Background: an optimization exercise with open tools, aiming at small area, a short achievable clock period and few clock cycles per item. Do not read the settings as production practice. In this exercise RTL edits were held to simulation tests only and were not proved equivalent to the original. No activity file was given, so power comes from the tool's default toggle rates.

$ cat flow/constraint.sdc
create_clock -name core_clock -period 5.0 [get_ports {clk}]
set_input_delay 1.0000 -clock core_clock [delete_from_list [all_inputs] [get_ports {clk}]]
set_output_delay 1.0000 -clock core_clock [all_outputs]
set_load 0.01 [all_outputs]
$ cat flow/config.mk
export PLATFORM = sky130hd
export DESIGN_NAME = div
export DESIGN_NICKNAME = div
export VERILOG_FILES = /design/flow/design.v
export SDC_FILE = /design/flow/constraint.sdc
export NUM_CORES = 8
export LEC_CHECK = 0
export CAP_MARGIN = 20
export CORE_MARGIN = 2
export CORE_UTILIZATION = 55
export GPL_ROUTABILITY_DRIVEN = 0
export SETUP_SLACK_MARGIN = 1.7
export SLEW_MARGIN = 20
$ cat flow/flow/run.sh
#!/bin/bash
# The standard layout, with the ports buffered by buf_2 cells and a clock tree
# without dummy loads.
set -euo pipefail
bash standard.sh "BUFFER_PORTS_ARGS=-buffer_cell sky130_fd_sc_hd__buf_2" \
  "CTS_ARGS=-sink_clustering_enable -repair_clock_nets -dont_use_dummy_load -buf_list sky130_fd_sc_hd__clkbuf_8" \
  finish > standard_flow.log 2>&1
$ cat flow/design.v
module div(
    input                               clk,
    input                               resetn,
    input                               signed_div_i,
    input   [31:0]                   operand1_i,
    input   [31:0]                   operand2_i,
    input                               start_i,
    input                               annul_i,
    output  reg[63:0]          result_o,
    output  reg                         ready_o
);
localparam S_IDLE = 3'd0;
localparam S_NEG  = 3'd1;
localparam S_NORM = 3'd2;
localparam S_ITER = 3'd3;
localparam S_DONE = 3'd4;
reg [2:0]  state;
reg [31:0] rem;       
reg [32:0] dsr;       
reg [31:0] quo;
reg [4:0]  cnt;
reg [4:0]  lz_a;      
reg [4:0]  lz_b;      
reg        sa;        
reg        sb;        
wire sa_in = signed_div_i & operand1_i[31];
wire sb_in = signed_div_i & operand2_i[31];
wire b_zero = ~|operand2_i;
wire [32:0] b_ext = {sb_in, operand2_i};
wire neg_in = sa_in ^ sb_in;          
genvar k, i;
function [4:0] lzc32;
    input [31:0] v;
    input        s;
    reg [7:0] nz;
    reg [7:0] oh;
    reg [3:0] nb;
    reg [2:0] hi;
    integer n;
    begin
        for (n = 0; n < 8; n = n + 1)
            nz[n] = s ? ~&v[4*n +: 4] : |v[4*n +: 4];
        for (n = 0; n < 8; n = n + 1)
            oh[n] = nz[n] & ~|(nz >> (n + 1));
        nb = 4'd0;
        hi = 3'd0;
        for (n = 0; n < 8; n = n + 1) begin
            nb = nb | ({4{oh[n]}} & v[4*n +: 4]);
            hi = hi | ({3{oh[n]}} & (3'd7 - n[2:0]));
        end
        nb = nb ^ {4{s}};
        lzc32 = {hi, ~nb[3] & ~nb[2], ~nb[3] & (nb[2] | ~nb[1])};
    end
endfunction
wire [31:0] wa = sa_in ? {~operand1_i[30:0], 1'b1} : operand1_i;
wire [31:0] wb = {operand2_i[31:1], ~sb_in};
wire [7:0] nz_a, nz_b, nz_b_above;
generate
    for (k = 0; k < 8; k = k + 1) begin : nib
        assign nz_a[k] = |wa[4*k+3:4*k];
        assign nz_b[k] = sb_in ? ~&wb[4*k+3:4*k] : |wb[4*k+3:4*k];
        if (k == 7) begin : top
            assign nz_b_above[k] = 1'b0;
        end else begin : below
            assign nz_b_above[k] = |nz_b[7:k+1];
        end
    end
endgenerate
wire small_in = ~|(nz_a & ~nz_b_above);
wire [4:0] sg = lz_b & ~lz_a;
wire [4:0] sp = lz_b | ~lz_a;
wire [4:0] sc;      
assign sc[0] = 1'b1;
assign sc[1] = sg[0] | sp[0];
assign sc[2] = sg[1] | sp[1] & (sg[0] | sp[0]);
assign sc[3] = sg[2] | sp[2] & sg[1] | sp[2] & sp[1] & (sg[0] | sp[0]);
assign sc[4] = sg[3] | sp[3] & sg[2] | sp[3] & sp[2] & sg[1]
             | sp[3] & sp[2] & sp[1] & (sg[0] | sp[0]);
wire [4:0] first = (lz_b ^ sc) ^ ~lz_a;
wire       first0 = (lz_b == lz_a);     
wire        neg_q = sa ^ sb;     
wire        rem_s = sa & rem[31];
wire [32:0] x = {rem_s, rem};
wire [32:0] y = ~dsr;
wire [32:0] g0 = x & y;
wire [32:0] p0 = x | y;
wire [32:0] gg [0:6];
wire [32:0] pp [0:6];
assign gg[0] = g0;
assign pp[0] = p0;
generate
    for (k = 0; k < 6; k = k + 1) begin : ks
        for (i = 0; i < 33; i = i + 1) begin : kb
            if (i >= (1 << k)) begin : comb
                assign gg[k+1][i] = gg[k][i] | (pp[k][i] & gg[k][i - (1 << k)]);
                assign pp[k+1][i] = pp[k][i] & pp[k][i - (1 << k)];
            end else begin : pass
                assign gg[k+1][i] = gg[k][i];
                assign pp[k+1][i] = pp[k][i];
            end
        end
    end
endgenerate
wire [32:0] gt = gg[6];
wire [32:0] pt = pp[6];
wire [32:0] carry = {gt[31:0] | pt[31:0], 1'b1};
wire [32:0] sum = (x ^ carry) ^ y;
wire neg_le = (x[32] ^ gt[31]) ^ y[32];
wire take = sa ? neg_le : ~sum[32];
wire [32:0] sh [0:5];
assign sh[0] = dsr;
generate
    for (k = 0; k < 5; k = k + 1) begin : shs
        assign sh[k+1] = first[k] ? {sh[k][32 - (1 << k):0], {(1 << k){1'b0}}} : sh[k];
    end
endgenerate
always @(*) begin
    result_o = {rem[31:0], quo};
    ready_o  = (state == S_DONE);
end
always @(posedge clk) begin
    lz_a  <= lzc32(wa, 1'b0);
    lz_b  <= lzc32(wb, sb_in);
    sa    <= sa_in;
    sb    <= sb_in;
    case (state)
        S_IDLE:  dsr <= b_ext;
        S_NEG:   dsr <= sum[32:0];      
        S_NORM:  dsr <= sh[5];
        default: dsr <= {dsr[32], dsr[32:1]};
    endcase
    if (state == S_NORM) cnt <= first;
    else                 cnt <= cnt - 5'd1;
    case (state)
        S_IDLE:  quo <= 32'd0;
        S_NEG:   quo <= 32'd0;
        S_NORM:  quo <= {{31{neg_q & take}}, take & (neg_q | first0)};
        default: quo <= {quo[30:0], take ^ neg_q};
    endcase
    case (state)
        S_IDLE:  rem <= (b_zero | neg_in & ~small_in) ? 32'd0 : operand1_i;
        S_NEG:   rem <= operand1_i;
        S_NORM:  if (take & (neg_q | first0)) rem <= sum[31:0];
        S_ITER:  if (take) rem <= sum[31:0];
        default: ;
    endcase
    if (resetn == 1'b0) begin
        state <= S_IDLE;
    end else begin
        case (state)
            S_IDLE: begin
                if (start_i && !annul_i) begin
                    if (b_zero | small_in) state <= S_DONE;
                    else if (neg_in)       state <= S_NEG;
                    else                   state <= S_NORM;
                end
            end
            S_NEG:  state <= annul_i ? S_IDLE : S_NORM;
            S_NORM: begin
                if (annul_i)    state <= S_IDLE;
                else if (!take) state <= S_DONE;     
                else if (first0) state <= S_DONE;    
                else            state <= S_ITER;
            end
            S_ITER: begin
                if (annul_i)           state <= S_IDLE;
                else if (cnt == 5'd0)  state <= S_DONE;
            end
            default: state <= S_IDLE;
        endcase
    end
end
endmodule
$ cat flow/standard.sh
#!/bin/bash
# synth_recipe.tcl (not shown) runs the flow's synth.tcl, then flattens the netlist and writes it again
# the make line also repeats each setting of config.mk as NAME=value (left out here)
make -C /OpenROAD-flow-scripts/flow DESIGN_CONFIG=/design/flow/config.mk WORK_HOME=/design/flow/orfs CLKGATE_MAP_FILE= SYNTH_SCRIPT=/design/flow/synth_recipe.tcl "${@:-finish}"
==> results.toml, run 1 <==
[status]
outcome = "finished clean"

[synthesis]
avgSynthCellArea_um2 = 7.83
synth-edff-count = 34
syn_inst = 1246
synth_seq_area_share_pct = 27.5
yosysUniqueCellTypes = 94
async_flop_share_pct = 0
yosysWarningCount = 1
syn-cell-area_um2 = 9750
ys_ff_latch = 117
ys.flop_type = "dfxtp_1"
synth_nets = 1328

[clock_tree]
clock_latency_ns = 0.46
cts_tree = "yes"
htree_num_levels = 4
path_clk_slew_ns = 0.09
numClockSinks = 117
cts_buffers = 17
clockBufferDepth = 2
cts_root_buffer = "clkbuf_8"
hold_buffers = 0

[routing]
wl_um = 36300
via_count = 10513
drtIter0Drc = 1264
antenna_left = 0
post_drt_wl_per_cell_um = 22.6
viasPerCell = 6.55
drc = 0
drtPass1Iterations = 6

[finish]
diodes = 0
syn_to_final_growth_pct = 16.5
finalNonFillerCells = 1606
finish.net_count = 1465
ff_latch_area_um2 = 2690
multi_input_comb_area_um2 = 6850
drive_above_1_share_pct = 20.5
fillers = 1584

[power_and_ir_drop]
p_leak_nw = 5.02
internal_power_mw = 3.23
power_frac_clock_pct = 9.9
pwr_density_cell_nw_per_um2 = 568
ir_drop_v = 0.000318
power.share.sequential_pct = 25.4
power_mw = 6.45
sw_frac_of_total_pct = 49.9
p_comb_share_pct = 64.7
p_switching_mw = 3.22

[floorplanning]
start_util_pct = 56.4
die_y_um = 137
core_area_um2 = 17300
ios = 134
die_area_um2 = 18800
num_rows = 48
die_w_um = 137

[sta]
slew_headroom_pct = 30.7
hold_slack_ns = 0.441
post-route-worst-setup-slack_ns = 1.75
setup_viol = 0
fin_skew_ns = 0.0335
max_freq_ghz = 0.307
finalCriticalPeriod_ns = 3.25
min_period_over_period_pct = 65.1
worstMarginPinSlew_ns = 1.04
fin_setup_tns_ns = 0
rsz0062_at_grt = "true"
finalHoldViolCount = 0
slew_violations = 0

[placed_design]
dp_hpwl_um = 27800
port_buffers = 133
dp.cells = 1563
place_ws_ns = 1.02

[worst_setup_path]
cp.required_ns = 5.34
crit_type = "flip-flop to flip-flop"
crit_chain = "nor2b_4 > a211oi_2 > a211oi_1 > o31ai_2 > nand3_2 > or4_1 > nand4_1 > inv_2 > ha_1 > and2_4 > clkbuf_16 > a21o_1"
cp-end-kind = "flip-flop"
cp.arrival_ns = 3.60
worstPathMaxFanout = 15
crit_buf_inv = 2
cp_slowest_cell = "edfxtp_1"
start_kind = "flip-flop"
slowest_delay_ns = 0.52
cp_top_family = "simple AND/OR/NAND/NOR gates"

[grt]
first_global_vias = 9241
grt_usage_pct = 37.5
overflow = 0
antenna_found_initial = 0
grt_max_degree = 44
grt_pass1_wl_um = 52300

[job]
cap_violations = 0

[worst_hold_path]
hold_path.class = "flip-flop to flip-flop"
## stage by stage
step                      utilization, %  cell area [um2]
after CTS                           63.6            11000
after global placement              61.6            10700
final                               65.7            11400
after global routing                65.7            11400
after floorplan                        -             9800
after detailed placement            61.6            10700
## cells in the final DEF, fill, tap and decap left out, drive strengths merged, types with 7 or more instances in the layout
cell,instances
nor2b,38
nor4,15
a31oi,12
xor2,22
nand3,23
nand2b,38
a221o,8
xnor2,29
and2,10
a221oi,19
inv,59
nor3,25
nor2,116
ha,12
buf,178
a21boi,9
dfxtp,83
and3,8
edfxtp,34
nand4,23
a211oi,13
a22o,10
mux2,11
o211ai,24
mux2i,69
or2,7
o21ai,84
clkbuf,19
a21oi,84
nand2,129
maj3,26
a21o,36
or4,10
## repair_timing
| action | CTS | global route |
|---|---|---|
| endpoints found under the setup margin | 98 | 100 |
| gates resized for setup | 11 | 47 |
| pin swaps | 4 | 12 |
| gates cloned | 0 | 1 |
| buffers inserted | 8 | 17 |
## final cells by class
type	instances	share of cell area [%]
clock buffers	17	2.06
flip-flops and latches	117	23.6
inverters	59	1.99
well taps	225	2.48
multi-input cells	1008	60.3
repair buffers	180	9.53
## Yosys cell counts (9+ instances only)
master    count  area share, %
ha_1         12            1.5
xnor2_1      29            2.6
or4_1         9           0.69
edfxtp_1     34             10
a31oi_1      12           0.77
o21ai_0      61            3.1
nand2_1     128            4.9
a21o_1       36            2.8
clkbuf_1     39            1.5
mux2i_1      68            7.0
dfxtp_1      83             17
a211oi_1     11           0.85
o211ai_1     24            1.8
mux2_2       10            1.2
nor4_1       14           0.90
o21ai_1      22            1.1
xor2_1       22            2.0
nor2_1      115            4.4
nor2b_1      38            2.4
nand2b_1     38            2.4
nor3_1       25            1.3
inv_1        58            2.2
a221oi_1     19            1.7
maj3_1       25            2.6
a21oi_1      82            4.2
a22o_1       10           0.90
nand4_1      23            1.5
and2_1       10           0.64
nand3_1      22            1.1
buf_1        12           0.46
## worst paths after layout
path / cells past startpoint / from / slack, ns / to
min reg2reg: 1 / quo[28]$_DFF_P_ / 0.44 / quo[29]$_DFF_P_
max: 12 / rem[20]$_DFFE_PP_ / 1.75 / quo[23]$_DFF_P_
min: 1 / quo[28]$_DFF_P_ / 0.44 / quo[29]$_DFF_P_
max reg2reg: 12 / rem[20]$_DFFE_PP_ / 1.75 / quo[23]$_DFF_P_
## layer usage
metal  part of all wire, %  routed length, um  vias to the layer above  track usage, %
li1                      -                  -                     4867               -
met1                    40              14600                     4892            51.8
met2                    43              15700                      672            55.7
met3                    13               4670                       82            10.3
met4                   3.5               1250                        0            13.9
met5                     0                  0                        -               0
## power by group through the flow
stage	combinational, mW	sequential [mW]	clock [mW]
5_1_grt	4.48	1.67	0.681
6_report	4.18	1.64	0.638
2_1_floorplan	2.60	1.59	0
3_5_place_dp	3.67	1.65	0
4_1_cts	3.81	1.63	0.639
3_3_place_gp	3.65	1.64	0
## cell families (layout without fill, tap and decap cells)
logic type               Yosys count  in the layout  share of synthesized area [%]
flip-flops                       117            117                           27.5
AND/OR/NAND/NOR                  463            463                           23.6
XOR/XNOR                          51             51                           4.58
multiplexers                      81             81                           8.71
buffers and inverters            121            256                           5.06
adder cells (fa/ha/maj)           39             39                           4.43
AO/OA/AOI/OAI                    374            374                           26.1
## flip-flops by register name (all words and copies together) (netlist names)
signal / count
rem: 32
sa: 1
state: 3
sb: 1
lz_a: 5
cnt: 5
dsr: 33
lz_b: 5
quo: 32
Testbench counts, summed over its fixed seeds: cycles 71,183, divisions 8,000.
==> inputs of run 2 (changes only) <==
--- a/flow/config.mk
+++ b/flow/config.mk
@@ -8,6 +8,5 @@
 export CAP_MARGIN = 20
 export CORE_MARGIN = 2
 export CORE_UTILIZATION = 55
-export GPL_ROUTABILITY_DRIVEN = 0
 export SETUP_SLACK_MARGIN = 1.7
 export SLEW_MARGIN = 20
==> run 2 against run 1 <==
Still clean. Count of clock-buffer cells in the layout did not move. Area after synthesis did not move. Clock skew rose by 0.014 ns. Routed wire length rose by 2.2%. First-iteration DRC count rose by 1.4%. Register-to-register slack got worse by 0.02 ns. Worst setup slack got worse by 0.019 ns. Sequential share of layout area rose by 0.36 points. Sequential power barely moved. Hold slack got worse by 0.0059 ns. Critical endpoint is now rem[30]$_DFFE_PP_. Largest cell class unchanged.
==> results.toml, run 2 <==
[sta]
rsz0062_at_grt = "false"
finalCriticalPeriod_ns = 3.27
finalHoldViolCount = 0
max_freq_ghz = 0.306
setup_viol = 0
hold_slack_ns = 0.435
fin_setup_tns_ns = 0
slew_violations = 0
fin_skew_ns = 0.0473
min_period_over_period_pct = 65.4
worstMarginPinSlew_ns = 0.938
slew_headroom_pct = 36.9

[worst_hold_path]
hold_start = "quo[11]$_DFF_P_"
hold_path.class = "flip-flop to flip-flop"

[finish]
diodes = 0
drive_above_1_share_pct = 19.2
syn_to_final_growth_pct = 14.8
finish.net_count = 1457
mostFrequentLayoutCells = "buf_2 (132), nand2_1 (127), nor2_1 (115), dfxtp_1 (81), a21oi_1 (80)"
reg.largest.list = "dsr x33, quo x32, rem x32"
largest_reg_flops = 33
fin_area_um2 = 11200
layout_commonest_cell = "buf_2"
regMostFlops = "dsr"

[floorplanning]
start_util_pct = 56.4
core_area_um2 = 17300
num_rows = 48
die_area_um2 = 18800
die_y_um = 137
die_w_um = 137
ios = 134

[routing]
drtPass1Iterations = 6
viasPerCell = 6.66
drc = 0
wl_um = 37100
antenna_left = 0
post_drt_wl_per_cell_um = 23.2
via_count = 10638
drtIter0Drc = 1282

[power_and_ir_drop]
ir_drop_v = 0.000326
p_leak_nw = 4.94
power_mw = 6.40
pwr_density_cell_nw_per_um2 = 572

[placed_design]
dp_hpwl_um = 29000
placed_area_um2 = 10700
gp_congestion = 1.03
port_buffers = 133

[clock_tree]
clock_latency_ns = 0.48
cts_root_buffer = "clkbuf_8"
cts_buffers = 17
path_clk_slew_ns = 0.10
numClockSinks = 117
clockBufferDepth = 2
cts_tree = "yes"
htree_num_levels = 4
hold_buffers = 0

[synthesis]
syn_inst = 1246
synth_compound_area_share_pct = 26.1
async_flop_share_pct = 0
synth_area_leaders = "dfxtp_1 (17%), edfxtp_1 (10%), mux2i_1 (7.0%)"
yosysMostFrequentCell = "nand2_1"
ys_ff_latch = 117
yosysUniqueCellTypes = 94
yosysWarningCount = 1
synth_top_family_by_area = "compound AO/OA/AOI/OAI gates"
avgSynthCellArea_um2 = 7.83
synth-edff-count = 34
synthAdderAreaFrac_pct = 4.43
ys_top_cells_by_count = "nand2_1 (128), nor2_1 (115), dfxtp_1 (83)"
synth-simple-area-share_pct = 23.6
synth_nets = 1328
synth_top_area_share_pct = 17.0
synthXorXnorAreaFrac_pct = 4.58
syn-cell-area_um2 = 9750
synth_area_leader_cell = "dfxtp_1"
ys.flop_type = "dfxtp_1"
synthMuxAreaShare_pct = 8.71
synth_seq_area_share_pct = 27.5

[grt]
antenna_found_initial = 0
grt_usage_pct = 39.2
grt_pass1_wl_um = 54800
grt_max_degree = 39
overflow = 0
first_global_vias = 9504

[worst_setup_path]
crit_path_start = "rem[8]$_DFFE_PP_"
ff2ff_setup_slack_ns = 1.73
cp.required_ns = 5.20
cp-end-kind = "flip-flop"
worstPathMaxFanout = 6
start_kind = "flip-flop"
cp.arrival_ns = 3.47
crit_type = "flip-flop to flip-flop"
reg2reg_from = "rem[8]$_DFFE_PP_"

[status]
outcome = "finished clean"

[job]
cap_violations = 0
[run 2: changes by cell type in the layout (fill, tap and decap cells not counted), moves of 2 or more]
cell,change
nand2b_1,+2
nor4_2,-2
o21ai_1,+2
nor4_1,+2
buf_4,-6
[run 2: timing repair]
item                                    CTS  global route
endpoints found under the setup margin  102           102
resized for setup                        11            29
pin swaps                                 6             4
buffers inserted                         11             5
[run 2: final cells by class]
class | instances | area (um2)
Sequential cell | 117 | 2690
Tap cell | 225 | 282
Fill cell | 1590 | 6110
Timing Repair Buffer | 172 | 992
Clock buffer | 17 | 234
Inverter | 59 | 224
Multi-Input combinational cell | 1008 | 6770
[run 2: per-layer routing]
layer  routed length (um)  vias to the layer above  track usage, %
met2                15800                      692            58.9
met3                 4390                      128            10.1
met5                    0                        -               0
li1                     -                     4845               -
met1                15200                     4973            53.3
met4                 1660                        0            16.6
[run 2: path summary, 6_finish.rpt]
| path | endpoint | depth (start not counted) |
|---|---|---|
| worst max-delay path | rem[30]$_DFFE_PP_ | 8 |
| worst min-delay path | quo[12]$_DFF_P_ | 1 |
| worst max register to register | rem[30]$_DFFE_PP_ | 8 |
| worst min register to register | quo[12]$_DFF_P_ | 1 |
[run 2: worst max-delay path: stages (launching register included)]
cell and delay, ns:
edfxtp_1 0.48, nor2b_1 0.18, maj3_2 0.35, or4_1 0.65, o21a_1 0.28, o21ai_0 0.39, and3_1 0.31, xor2_1 0.29
o21ai_1 0.10
[run 2: where the power goes]
group / switching, mW / leakage, nW / internal, mW
registers: 0.369 / 1.06 / 1.28
logic: 2.53 / 3.76 / 1.57
clock network: 0.354 / 0.122 / 0.298
total: 3.25 / 4.94 / 3.15
[run 2: logic make-up after synthesis]
group / count (synthesis)
multiplexers: 81
flip-flops: 117
buffers and inverters: 121
AO/OA/AOI/OAI: 374
AND/OR/NAND/NOR: 463
XOR/XNOR: 51
adder cells (fa/ha/maj): 39
[run 2: stage by stage]
stage / setup WS, ns / util (%) / instances
final: 1.73 / 64.7 / 1598
after global routing: 1.69 / 64.7 / 1598
after CTS: 1.72 / 63.8 / 1593
after detailed placement: 1.12 / 61.7 / 1565
after global placement: 1.16 / 61.7 / 1565
after floorplan: 1.70 / - / 1246
==> inputs of run 3 (changes only) <==
--- a/flow/config.mk
+++ b/flow/config.mk
@@ -7,6 +7,6 @@
 export LEC_CHECK = 0
 export CAP_MARGIN = 20
 export CORE_MARGIN = 2
-export CORE_UTILIZATION = 55
+export CORE_UTILIZATION = 52
 export SETUP_SLACK_MARGIN = 1.7
 export SLEW_MARGIN = 20
==> run 3 against run 2 <==
Still clean. Synthesized cell count did not move. Die area up 5.6%. Non-clock buffer count increased by 20. Sequential share of layout area is 0.68 points lower. Design area increased by 3.0%. Clock skew decreased by 0.0064 ns. Critical path type unchanged. Largest cell class unchanged.
==> results.toml, run 3 <==
[worst_hold_path]
hold_end = "quo[19]$_DFF_P_"
hold_start = "quo[18]$_DFF_P_"
hold_depth = 1
hold_path.class = "flip-flop to flip-flop"

[status]
outcome = "finished clean"

[grt]
first_global_vias = 9492
overflow = 0
grt_max_degree = 38
antenna_found_initial = 1
grt_usage_pct = 36.6
grt_pass1_wl_um = 55200

[synthesis]
async_flop_share_pct = 0
synth_seq_area_share_pct = 27.5
synth_area_leader_cell = "dfxtp_1"
ys_ff_latch = 117
syn_inst = 1246
ys_top_cells_by_count = "nand2_1 (128), nor2_1 (115), dfxtp_1 (83)"
synth_top_area_share_pct = 17.0
synth_area_leaders = "dfxtp_1 (17%), edfxtp_1 (10%), mux2i_1 (7.0%)"
syn-cell-area_um2 = 9750
synth_nets = 1328
ys.flop_type = "dfxtp_1"
yosysMostFrequentCell = "nand2_1"
yosysUniqueCellTypes = 94
avgSynthCellArea_um2 = 7.83
yosysWarningCount = 1
synth-edff-count = 34

[worst_setup_path]
crit_type = "flip-flop to flip-flop"
start_kind = "flip-flop"
r2r-end = "rem[10]$_DFFE_PP_"
cp.arrival_ns = 3.39
slowest_delay_ns = 0.36
reg2regPathDepth = 11
cp_slowest_cell = "dfxtp_1"
cp.required_ns = 5.11
crit_chain = "nor2b_1 > a21oi_1 > nand3_1 > or2_2 > nor3_2 > a21boi_2 > or4_1 > nand4_1 > buf_4 > a211oi_4 > buf_12"
worstPathMaxFanout = 32
ff2ff_setup_slack_ns = 1.72
cp-end-kind = "flip-flop"
reg2reg_from = "dsr[24]$_DFF_P_"
crit_path_start = "dsr[24]$_DFF_P_"

[placed_design]
gp_congestion = 1.00
dp_hpwl_um = 28500
port_buffers = 133

[clock_tree]
clock_latency_ns = 0.45
cts_root_buffer = "clkbuf_8"
cts_buffers = 17
htree_num_levels = 4
path_clk_slew_ns = 0.09
cts_tree = "yes"
clockBufferDepth = 2
numClockSinks = 117

[sta]
rsz0062_at_grt = "true"
finalCriticalPeriod_ns = 3.28
setup_viol = 0
fin_skew_ns = 0.0409
slew_violations = 0
slew_headroom_pct = 35.1
finalHoldViolCount = 0
hold_slack_ns = 0.436
max_freq_ghz = 0.304
fin_setup_tns_ns = 0
worstMarginPinSlew_ns = 0.965
min_period_over_period_pct = 65.7

[routing]
viasPerCell = 6.46
antenna_left = 0
wl_um = 37500
drtIter0Drc = 1079
post_drt_wl_per_cell_um = 23.1
drc = 0
drtPass1Iterations = 6
via_count = 10511

[finish]
diodes = 0
fillers = 1768
finish.net_count = 1478
layout_commonest_cell = "buf_2"
regMostFlops = "dsr"
drive_above_1_share_pct = 21.6
largest_reg_flops = 33
reg.largest.list = "dsr x33, quo x32, rem x32"
mostFrequentLayoutCells = "buf_2 (133), nand2_1 (125), nor2_1 (114), a21oi_1 (80), dfxtp_1 (80)"
syn_to_final_growth_pct = 18.2

[floorplanning]
die_w_um = 141
ios = 134
num_rows = 50
core_area_um2 = 18600
start_util_pct = 52.5
die_y_um = 141
die_area_um2 = 19900

[job]
cap_violations = 0

[power_and_ir_drop]
ir_drop_v = 0.000208
pwr_density_cell_nw_per_um2 = 565
p_leak_nw = 5.06
[run 3: changes by cell type in the layout (fill, tap and decap cells not counted), sizes merged]
cell	delta
clkinvlp	+2
buf	+18
clkbuf	+2
inv	-1
[run 3: per-stage QoR]
step / std cells / total power [mW] / utilization (%) / area, um2 / worst slack [ns]
global placement: 1570 / 5.31 / 57.3 / 10600 / 0.856
floorplan: 1246 / 4.19 / - / 9800 / 1.70
finish: 1628 / 6.51 / 62.0 / 11500 / 1.72
CTS: 1599 / 6.13 / 59.6 / 11100 / 1.71
global route: 1628 / 6.91 / 62.0 / 11500 / 1.60
detailed placement: 1570 / 5.32 / 57.3 / 10600 / 0.812
[run 3: routing by layer]
metal	vias to the layer above	part of all wire [%]	track usage (%)
met2	564	43	55.2
met4	2	3.7	14.1
met1	4975	42	49.7
li1	4881	-	-
met5	-	0.035	0
met3	89	11	10.8
[run 3: final cells by class]
| class | count | area [um2] | share of cell area, % |
|---|---|---|---|
| repair inverters | 1 | 7.51 | 0.0651 |
| well taps | 234 | 293 | 2.54 |
| inverters | 59 | 230 | 2.00 |
| flip-flops and latches | 117 | 2690 | 23.3 |
| clock buffers | 17 | 234 | 2.03 |
| multi-input cells | 1008 | 6860 | 59.5 |
| repair buffers | 192 | 1220 | 10.6 |
[run 3: where the power goes]
group	switching, mW	leakage, nW	internal [mW]
registers	0.361	1.06	1.28
logic	2.53	3.88	1.69
clock network	0.349	0.122	0.298
total	3.24	5.06	3.27
[run 3: timing repair]
item,CTS,global route
pin swaps,5,14
setup buffers,11,26
cloned,1,3
hold buffers,0,0
resized for setup,19,43
endpoints found under the setup margin,111,106
[run 3: worst max-delay path by stage]
stage                   endpoint  depth (start not counted)
2_1_floorplan   rem[0]$_DFFE_PP_                          9
3_3_place_gp   rem[23]$_DFFE_PP_                         11
3_5_place_dp    rem[8]$_DFFE_PP_                         12
4_1_cts        dsr[31]$_DFFE_PP_                         11
5_1_grt        rem[10]$_DFFE_PP_                         11
6_report       rem[10]$_DFFE_PP_                         11
[run 3: cell families after synthesis]
family                   count (synthesis)  synth area share, %
AND/OR/NAND/NOR                        463                 23.6
AO/OA/AOI/OAI                          374                 26.1
buffers and inverters                  121                 5.06
flip-flops                             117                 27.5
multiplexers                            81                 8.71
XOR/XNOR                                51                 4.58
adder cells (fa/ha/maj)                 39                 4.43
[run 3: worst max-delay path: cells and delay by family (launching register included)]
kind | cells | cell delay, ns
AOI/OAI and AO/OA | 3 | 0.73
buffers and inverters | 2 | 0.47
and+or+nand+nor | 6 | 1.35
DFF | 1 | 0.36

## what the ideal ports hide
In the flow no input, the clock included, has a driving cell. The finished layouts below were timed again as built, in two steps. Step 1 (the two cells are an assumption about what drives the block):
set clk [get_ports {clk}]
set_driving_cell -lib_cell sky130_fd_sc_hd__clkbuf_16 $clk
set_driving_cell -lib_cell sky130_fd_sc_hd__buf_2 [delete_from_list [all_inputs] $clk]
Step 2 also shifts input and output timing later by t, the mid clock arrival at the registers, as if the neighbouring blocks saw the same clock. Slacks: ideal ports / drivers / drivers and shift; pairs: ideal ports / drivers.
run	t (ns)	slack for setup (ns)	worst data-port slew with drivers (ns)
run 1	0.485	1.747 / 1.747 / 1.294	0.04
run 2	0.498	1.728 / 1.728 / 1.294	0.04
run 3	0.475	1.716 / 1.716 / 1.277	0.04
After both steps setup and hold are still met in every run listed. For run 1, which loses most, drivers alone change the setup slack by 0.000 ns; drivers and shift together by -0.453 ns.
